This design comes from an exercise in tuning for small area and a short achievable clock period on the open sky130 flow, not from production work.
Only simulation tests tie the RTL to the original design; equivalence was not proved.
No activity file was given, so power comes from the tool's default toggle rates.

== S ==
## output_fifo
module output_fifo (clk, reset, data_in, wr_en, capacity, AXIS_TDATA, AXIS_TVALID, AXIS_TREADY);
Size: about 3900 cells after synthesis, roughly 2100 flip-flops, roughly 76 I/O pins, roughly 0.075 mm^2 of cells after synthesis.
clock: 5.5 ns
lec_check: 0
cap_margin: 20
core_margin: 2
core_utilization: 65
cts_cluster_diameter: 90
cts_cluster_size: 24
setup_slack_margin: 3
slew_margin: 20
run.sh (not shown) runs the stock make flow with config.mk's settings and CLKGATE_MAP_FILE= SYNTH_SCRIPT=/design/flow/synth_recipe.tcl, a recipe that flattens the netlist after the stock synthesis.
The following lists how Q was set up differently from S:
Settings: swapping 90 for 100 in CTS_CLUSTER_DIAMETER; swapping 65 for 55 in CORE_UTILIZATION; swapping 24 for 30 in CTS_CLUSTER_SIZE.
[summary]
- Q — met3 track demand over resource in global routing 1.1 points lower, S as reference
- In terms of maximum clock rate, S and Q differ only marginally.
- There was hardly any difference in multi-input combinational cell count between S and Q.
- Combinational power grows slightly when moving from S to Q.

========
Setup of run 1:
output_fifo, a different RTL version from the one above (not shown whole).
clock: 5.5 ns
lec_check: 0
cap_margin: 20
core_margin: 2
core_utilization: 65
cts_cluster_diameter: 90
cts_cluster_size: 24
setup_slack_margin: 3.2
slew_margin: 20
tns_end_percent: 5
### run 1 -> run 2
- CTS_CLUSTER_DIAMETER: 90 -> 95
- CTS_CLUSTER_SIZE: 24 -> 27
- SETUP_SLACK_MARGIN: 3.2 -> 3.3
==> flow/flow/run.sh (new file) <==
#!/bin/bash
set -euo pipefail
bash standard.sh MATCH_CELL_FOOTPRINT=0 \
  "CTS_ARGS=-sink_clustering_enable -repair_clock_nets -sink_clustering_size 27 -sink_clustering_max_diameter 95 -dont_use_dummy_load" \
  finish > standard_make.log 2>&1
==> flow/standard.sh (new file) <==
#!/bin/bash
# synth_recipe.tcl (not shown) runs the flow's synth.tcl, then flattens the netlist and writes it again
# the make line also repeats each setting of config.mk as NAME=value (left out here)
make -C /OpenROAD-flow-scripts/flow DESIGN_CONFIG=/design/flow/config.mk WORK_HOME=/design/flow/orfs CLKGATE_MAP_FILE= SYNTH_SCRIPT=/design/flow/synth_recipe.tcl "${@:-finish}"
removed: flow/run.sh
Notes after the runs:
Between run 2 and run 1, it is run 2 whose area added between synthesis and finish is lower, by 0.51 points. On wire length, run 2 tracks run 1 almost exactly. On final design area excluding fillers, the higher figure sits with run 1, not run 2. Run 2 vs run 1: endpoint required time on the critical path down. On post-route clock skew: between run 1 and run 2, it ends up higher for run 2. On number of synthesized flops with an enable pin, run 1 and run 2 are basically level. Summary: with run 1 as the reference, total of plain and repair buffers excluding clock buffers in run 2 moved up by a few percent. Summary: final period demand of the worst path, run 2 better than run 1. Smallest setup slack after layout in run 2 is 0.049 ns above run 1. Diff run 1 and run 2: antenna diode count lower in run 2. Count of fill cells added during filler insertion ends up lower on run 1. Layer with the highest usage: met1 -> run 1, met2 -> run 2.
## Diff of input files: run 3 against run 2
- a change of SETUP_SLACK_MARGIN from 3.3 to 3.35
- a change of CTS_CLUSTER_DIAMETER from 95 to 90
- a change of CTS_CLUSTER_SIZE from 27 to 24
==> flow/flow/run.sh <==
#!/bin/bash
set -euo pipefail
bash standard.sh MATCH_CELL_FOOTPRINT=0 \
  "CTS_ARGS=-sink_clustering_enable -repair_clock_nets -sink_clustering_size 24 -sink_clustering_max_diameter 90 -dont_use_dummy_load" \
  finish > standard_make.log 2>&1
[summary]
Run 3 reached the final stage; the timing, design-rule and antenna checks on its layout passed.
In the tables for run 2 and run 3, number of antenna violations at the first check in global routing reads lower with run 3.
Run 3 vs. run 2: layout filler cell count now smaller, cell area power density now larger, fraction of the cycle the final worst path needs comparable, cell internal power dissipation now larger.
Number of resized instances in the post-cts repair step for run 3: about 26% up relative to run 2
The CTS buffer count in run 3 is 1.11 times that in run 2.
Compared run 3 against run 2; peak clock frequency supported by timing within noise.
Run 2 -> run 3: per-cell via count in the routed design increased slightly
### run 3 -> run 4
- SETUP_SLACK_MARGIN: 3.35 -> 3.2
==> flow/flow/run.sh <==
#!/bin/bash
set -euo pipefail
bash standard.sh MATCH_CELL_FOOTPRINT=0 finish > standard_make.log 2>&1
## What came out
Summary of the comparison: number of cells traversed by the worst register-to-register path is lower in run 4, relative to run 3.
Critical path depth: run 3 and run 4 compared, higher one is run 4
More vias were needed by run 3 than by run 4.
Final hold slack in run 4 is 0.021 ns higher than in run 3

========
output_fifo, a different RTL version from the one above (not shown whole).
For scale: roughly 2100 flip-flops, about 76 I/O pins, roughly 75000 um2 of cells after synthesis.
clock: 5.5 ns
lec_check: 0
cap_margin: 20
core_margin: 2
core_utilization: 65
cts_cluster_diameter: 90
cts_cluster_size: 24
place_density: 0.8
setup_slack_margin: 3.2
slew_margin: 20
tns_end_percent: 5
Stock flow here: none of the scripts above is used.
The first run completed with no timing, DRC or antenna violations.
Next try:
PLACE_DENSITY = unset   (was 0.8)
Outcome: Count of clock-buffer cells in the layout climbs by 12. Wire length is higher by a little under a tenth. Non-clock buffer count goes up by 15. Cell count goes up slightly. Final area came out higher slightly. Die area is unchanged. Power is higher slightly. Sequential share of layout area went down by 0.43 points. Combinational power goes up by a few percent.

========
old:
The RTL this note starts from:
==> flow/design.v <==
module output_fifo (clk, reset, data_in, wr_en, capacity, AXIS_TDATA, AXIS_TVALID, AXIS_TREADY);
	parameter OUTW=32, DEPTH=64;
	localparam LOGDEPTH=$clog2(DEPTH);
	input clk, reset, wr_en, AXIS_TREADY;
	input [OUTW-1:0] data_in;
	output logic [OUTW-1:0] AXIS_TDATA;
	output logic AXIS_TVALID;
	output logic [($clog2(DEPTH+1))-1:0] capacity;
	logic [OUTW-1:0] sh [0:DEPTH-2];
	logic [OUTW-1:0] dq;          
	logic wq;                     
	logic [LOGDEPTH-1:0] r;       
	logic mz;                     
	logic [7:0] hi, lo;           
	logic [($clog2(DEPTH+1))-1:0] cap_m1, cap_p1;    
	wire pop = AXIS_TVALID & AXIS_TREADY;
	wire load = pop | ~AXIS_TVALID;       
	wire inc = wr_en & ~pop;
	wire dec = pop & ~wr_en;
	always_ff @(posedge clk) begin
		dq <= data_in;
		if (wq) begin
			sh[0] <= dq;
			for (int i = 1; i < DEPTH-1; i++)
				sh[i] <= sh[i-1];
		end
	end
	logic [OUTW-1:0] grp [0:7];
	logic [OUTW-1:0] rd;
	always_comb begin
		for (int g = 0; g < 8; g++) begin
			grp[g] = {OUTW{1'b0}};
			for (int j = 0; j < 8; j++)
				if (g*8+j < DEPTH-1)
					grp[g] = grp[g] | ({OUTW{lo[j]}} & sh[g*8+j]);
		end
		rd = {OUTW{1'b0}};
		for (int g = 0; g < 8; g++)
			rd = rd | ({OUTW{hi[g]}} & grp[g]);
		if (mz)
			rd = wq ? dq : data_in;
	end
	always_ff @(posedge clk)
		if (reset)
			AXIS_TDATA <= '0;
		else if (load)
			AXIS_TDATA <= rd;
	logic [LOGDEPTH-1:0] r_n;
	logic mz_n;
	logic up, dn;
	always_comb begin
		dn = load & ~mz;                  
		up = wq & ~(load & mz);           
		r_n = r;
		mz_n = mz;
		if (up & ~dn) begin
			r_n = r + 1'b1;
			mz_n = 1'b0;
		end else if (dn & ~up) begin
			r_n = r - 1'b1;
			mz_n = (r == 0);
		end
	end
	always_ff @(posedge clk) begin
		if (reset) begin
			capacity <= DEPTH;
			cap_m1 <= DEPTH-1;
			cap_p1 <= DEPTH+1;
			AXIS_TVALID <= 1'b0;
			wq <= 1'b0;
			r <= '1;
			mz <= 1'b1;
			hi <= 8'd0;
			lo <= 8'd0;
		end else begin
			if (inc) begin
				capacity <= cap_m1;
				cap_m1 <= cap_m1 - 1'b1;
				cap_p1 <= capacity;
				AXIS_TVALID <= 1'b1;
			end else if (dec) begin
				capacity <= cap_p1;
				cap_p1 <= cap_p1 + 1'b1;
				cap_m1 <= capacity;
				AXIS_TVALID <= ~mz | wq;
			end
			wq <= wr_en & ~(load & mz & ~wq);
			r <= r_n;
			mz <= mz_n;
			hi <= mz_n ? 8'd0 : (8'd1 << r_n[5:3]);
			lo <= mz_n ? 8'd0 : (8'd1 << r_n[2:0]);
		end
	end
endmodule
Settings: LEC_CHECK=0, CAP_MARGIN=20, CORE_MARGIN=2, CORE_UTILIZATION=65, CTS_CLUSTER_DIAMETER=95, CTS_CLUSTER_SIZE=27, SETUP_SLACK_MARGIN=3.3, SLEW_MARGIN=20, TNS_END_PERCENT=5; clock period 5.5 ns.
standard.sh (not shown) runs the stock make flow with config.mk's settings and CLKGATE_MAP_FILE= SYNTH_SCRIPT=/design/flow/synth_recipe.tcl, a recipe that flattens the netlist after the stock synthesis.
==> flow/flow/run.sh <==
#!/bin/bash
set -euo pipefail
bash standard.sh MATCH_CELL_FOOTPRINT=0 \
  "CTS_ARGS=-sink_clustering_enable -repair_clock_nets -sink_clustering_size 27 -sink_clustering_max_diameter 95 -dont_use_dummy_load" \
  finish > standard_make.log 2>&1
What new does differently from old at the input level:
- swapping 27 for 24 in CTS_CLUSTER_SIZE
- swapping 95 for 90 in CTS_CLUSTER_DIAMETER
- swapping 3.3 for 3.35 in SETUP_SLACK_MARGIN
==> flow/flow/run.sh <==
#!/bin/bash
set -euo pipefail
bash standard.sh MATCH_CELL_FOOTPRINT=0 \
  "CTS_ARGS=-sink_clustering_enable -repair_clock_nets -sink_clustering_size 24 -sink_clustering_max_diameter 90 -dont_use_dummy_load" \
  finish > standard_make.log 2>&1
Results
- Across new and old, none had a timing, DRC or antenna violation.
- Taking old as the reference, in new clock skew saw an increase, power after layout saw an increase.
- [compare] base=old new=new: antenna diode count went up 3; global-route usage over all layers went up 0.83 points; layout-stage area growth over the synthesis result went up 0.67 points.
- Diff old -> new: sequential share of layout area saw a decrease, count of clock buffers in the final design saw an increase, worst setup slack saw a decrease, combinational cell fraction of total power saw little to no change.

-- re-timing with driven ports --
The flow's constraints put no driver on any port. The routed layouts listed below were extracted and timed again, unchanged, in two steps. Step 1 assumes that a clkbuf_16 drives the clock port and a buf_2 every other input. Step 2, shift: input delay + t, output delay - t, t = (earliest + latest rising clock arrival at the registers) / 2. This alone moves slack from input paths to output paths. Three values: ideal, step 1, step 2; two values: the first two.
run | t (ns) | setup slack, ns | slew at the worst register clock pin (ns) | worst slew at a driven data input, ns
S | 0.779 | 2.998 / 2.969 / 2.203 | 0.10 / 0.10 | 0.25
Q | 0.794 | 2.999 / 2.967 / 2.172 | 0.12 / 0.12 | 0.28
run 1 | 0.794 | 3.139 / 3.087 / 2.426 | 0.10 / 0.10 | 0.07
run 2 | 0.762 | 3.188 / 3.107 / 2.578 | 0.11 / 0.11 | 0.07
run 3 | 0.768 | 3.190 / 3.109 / 2.541 | 0.10 / 0.10 | 0.07
run 4 | 0.792 | 3.166 / 3.098 / 2.510 | 0.10 / 0.10 | 0.07
the first run of note 3 | 0.774 | 3.053 / 2.950 / 2.176 | 0.10 / 0.10 | 0.29
the second run of note 3 | 0.793 | 3.061 / 2.954 / 2.161 | 0.10 / 0.10 | 0.23
old | 0.780 | 3.030 / 3.030 / 2.596 | 0.11 / 0.11 | 0.07
new | 0.776 | 2.898 / 2.898 / 2.585 | 0.10 / 0.10 | 0.08
After both steps every run listed still meets setup and hold. The setup slack of the second run of note 3, which loses most, moves by -0.107 ns with the drivers and by -0.900 ns with both steps.
